What follows belongs to an exercise in optimizing a design on an open flow for small area; a production flow would make more cautious choices. Function was checked by simulation only, so behaviour that the tests miss may differ from the original.

lane 1:
// wlan_interleaver_top
module wlan_interleaver_top(
    input wire clk,
    input wire reset,
    input wire il_in,
    output wire il_out,
    input wire dil_in,
    output wire dil_out
    );
	reg [4:0] B;
	reg [1:0] e;
	always @(posedge clk or negedge reset)
	begin
		if (!reset)
		begin
			B <= 5'd0;
			e <= 2'd1;
		end
		else if (e == 2'd3)
		begin
			B <= B ^ {&B[3:0], &B[2:0], &B[1:0], B[0], 1'b1};
			e <= 2'd1;
		end
		else if (e == 2'd1)
			e <= 2'd2;
		else
			e <= 2'd3;
	end
	reg sig_dl, sig_il;
	always @(posedge clk or negedge reset)
	begin
		if (!reset)
		begin
			sig_dl <= 1'b1;
			sig_il <= 1'b1;
		end
		else
		begin
			if (B[4])
				sig_dl <= 1'b0;
			if (!sig_dl && B[0] && B[2] && B[3] && !B[4])
				sig_il <= 1'b0;
		end
	end
  ...
Size: ~360 cells after synthesis, ~200 flip-flops, roughly 6 I/O pins.
==> flow/config.mk <==
export PLATFORM = sky130hd
export DESIGN_NAME = wlan_interleaver_top
export DESIGN_NICKNAME = wlan_interleaver_top
export VERILOG_FILES = /design/flow/design.v
export SDC_FILE = /design/flow/constraint.sdc
export NUM_CORES = 4
export LEC_CHECK = 0
export ABC_AREA = 1
export CAP_MARGIN = 20
export CORE_MARGIN = 2
export CORE_UTILIZATION = 65
export CTS_BUF_LIST = sky130_fd_sc_hd__clkbuf_4
export CTS_CLUSTER_DIAMETER = 50
export CTS_CLUSTER_SIZE = 10
export SLEW_MARGIN = 20
==> flow/constraint.sdc <==
create_clock -name core_clock -period 25.0 [get_ports {clk}]
set_input_delay 5.0000 -clock core_clock [delete_from_list [all_inputs] [get_ports {clk}]]
set_output_delay 5.0000 -clock core_clock [all_outputs]
set_load 0.01 [all_outputs]
standard.sh (not shown) runs the stock make flow with config.mk's settings and CLKGATE_MAP_FILE= SYNTH_SCRIPT=/design/flow/synth_recipe.tcl, a recipe that flattens the netlist after the stock synthesis.
==> flow/flow/run.sh <==
#!/bin/bash
# Own layout flow: the standard layout (standard.sh), run with a copy of
# the ORFS scripts in which only the ABC area script differs (pure area
# mapping, no buffering or gate upsizing for ABC's picosecond-read clock
# period); port buffers are the smallest buffer, and CTS uses clkbuf_4 and
# no dummy loads. Each step's full output goes to a log file here.
set -euo pipefail
W=$(pwd)
rm -rf "$W/own_scripts"
cp -r "$FLOW_HOME/scripts" "$W/own_scripts"
cp "$W/flow/abc_area.script" "$W/own_scripts/abc_area.script"
ARGS=(
  "SCRIPTS_DIR=$W/own_scripts"
  "BUFFER_PORTS_ARGS=-buffer_cell sky130_fd_sc_hd__buf_1"
  "CTS_ARGS=-sink_clustering_enable -repair_clock_nets -sink_clustering_size 13 -sink_clustering_max_diameter 35 -buf_list sky130_fd_sc_hd__clkbuf_4 -dont_use_dummy_load"
)
bash standard.sh "${ARGS[@]}" synth > "$W/log_synth.txt" 2>&1
bash standard.sh "${ARGS[@]}" finish > "$W/log_layout.txt" 2>&1
test -f "$W/out/final.def"
==> flow/flow/abc_area.script <==
strash
ifraig
scorr
dc2
strash
dch -f
amap
topo
Inputs modified between lane 1 and lane 2:
# lane 1
export LEC_CHECK = 0
export ABC_AREA = 1
export CAP_MARGIN = 20
export CORE_MARGIN = 2
export CORE_UTILIZATION = 65
export CTS_BUF_LIST = sky130_fd_sc_hd__clkbuf_4
export CTS_CLUSTER_DIAMETER = 50
export CTS_CLUSTER_SIZE = 10
export SLEW_MARGIN = 20
create_clock -name core_clock -period 25.0 [get_ports {clk}]
# lane 2
export LEC_CHECK = 0
export ABC_AREA = 1
export CAP_MARGIN = 20
export CORE_MARGIN = 2
export CORE_UTILIZATION = 40
export CTS_BUF_LIST = sky130_fd_sc_hd__clkbuf_4
export CTS_CLUSTER_DIAMETER = 50
export CTS_CLUSTER_SIZE = 10
export SLEW_MARGIN = 20
create_clock -name core_clock -period 25.0 [get_ports {clk}]
--- a/flow/flow/run.sh
+++ b/flow/flow/run.sh
@@ -14,3 +14,3 @@
   "BUFFER_PORTS_ARGS=-buffer_cell sky130_fd_sc_hd__buf_1"
-  "CTS_ARGS=-sink_clustering_enable -repair_clock_nets -sink_clustering_size 13 -sink_clustering_max_diameter 35 -buf_list sky130_fd_sc_hd__clkbuf_4 -dont_use_dummy_load"
+  "CTS_ARGS=-sink_clustering_enable -repair_clock_nets -sink_clustering_size 10 -sink_clustering_max_diameter 50 -buf_list sky130_fd_sc_hd__clkbuf_4 -dont_use_dummy_load"
 )
Findings:
- Summary of the comparison: sequential share of layout area is lower in lane 2, relative to lane 1.
- Lane 2 vs lane 1: number of core rows up by more than a quarter
- Lane 2 vs lane 1: width of the chip up by more than a quarter
- The final reports for lane 2 and lane 1 show post-placement worst setup slack lower in the former.
- Of lane 1 and lane 2, the run reporting the higher number of vias per cell was lane 1.
- Between lane 1 and lane 2, the required time of the critical path is lower for lane 1.
- Route | lane 2 vs lane 1 | wire longer in lane 2
#### Input delta (lane 3 over lane 2)
# lane 2
export LEC_CHECK = 0
export ABC_AREA = 1
export CAP_MARGIN = 20
export CORE_MARGIN = 2
export CORE_UTILIZATION = 40
export CTS_BUF_LIST = sky130_fd_sc_hd__clkbuf_4
export CTS_CLUSTER_DIAMETER = 50
export CTS_CLUSTER_SIZE = 10
export SLEW_MARGIN = 20
create_clock -name core_clock -period 25.0 [get_ports {clk}]
# lane 3
export LEC_CHECK = 0
export ABC_AREA = 1
export CAP_MARGIN = 20
export CORE_MARGIN = 2
export CORE_UTILIZATION = 60
export CTS_BUF_LIST = sky130_fd_sc_hd__clkbuf_4
export CTS_CLUSTER_DIAMETER = 50
export CTS_CLUSTER_SIZE = 10
export SLEW_MARGIN = 20
create_clock -name core_clock -period 25.0 [get_ports {clk}]
--- a/flow/flow/run.sh
+++ b/flow/flow/run.sh
@@ -14,3 +14,3 @@
   "BUFFER_PORTS_ARGS=-buffer_cell sky130_fd_sc_hd__buf_1"
-  "CTS_ARGS=-sink_clustering_enable -repair_clock_nets -sink_clustering_size 10 -sink_clustering_max_diameter 50 -buf_list sky130_fd_sc_hd__clkbuf_4 -dont_use_dummy_load"
+  "CTS_ARGS=-sink_clustering_enable -repair_clock_nets -sink_clustering_size 12 -sink_clustering_max_diameter 40 -buf_list sky130_fd_sc_hd__clkbuf_4 -dont_use_dummy_load"
 )
Findings:
- Relative to lane 2, the die height of lane 3 is lower by 18%.
- Reg2reg setup slack up 40 ps in lane 3 wrt lane 2
- Lane 3 finished every step from synthesis to the final layout, and the layout passed the timing, design-rule and antenna checks.
- Diff lane 2 -> lane 3 | number of vias per cell after detailed routing | up by more than 10%
What lane 4 does differently from lane 3 at the input level:
==> flow/flow/abc_area.script <==
strash
dch -f
if -K 4 -a
strash
dch -f
amap
topo
[summary]
- Summary: with lane 3 as the reference, die area in lane 4 moved up slightly.
- Taking lane 4 over lane 3, the multi-input logic area ratio works out to 1.06.
- Detailed route, lane 4 vs lane 3: via total higher for lane 4
- Summary of lane 4 over lane 3: worst-skew pair later-pin latency shrank by 20 ps; placement-stage worst setup slack grew by 230 ps; design area grew by about 1.1%; area growth from synthesis to final layout held steady.

## static timing again, ports no longer ideal
In the flow no input, the clock included, has a driving cell. The finished layouts below were timed again as built, in two steps. Step 1 assumes that a clkbuf_16 drives the clock port and a buf_2 every other input. Step 2 also shifts input and output timing later by t, the mid clock arrival at the registers, as if the neighbouring blocks saw the same clock. Three values: ideal, step 1, step 2; two values: the first two.
run	shift t [ns]	setup slack, ns	worst setup path at the end	latest minus earliest clock arrival (ns)
lane 1	0.550	18.717 / 18.726 / 18.175	input to register	0.047 / 0.047
lane 2	0.588	18.867 / 18.885 / 18.297	input to register	0.065 / 0.065
lane 3	0.575	18.785 / 18.798 / 18.223	input to register	0.038 / 0.038
lane 4	0.554	18.983 / 18.963 / 18.439	input to register	0.040 / 0.040
After both steps every run listed still meets setup and hold. The setup slack of lane 2, which loses most, moves by +0.018 ns with the drivers and by -0.570 ns with both steps.
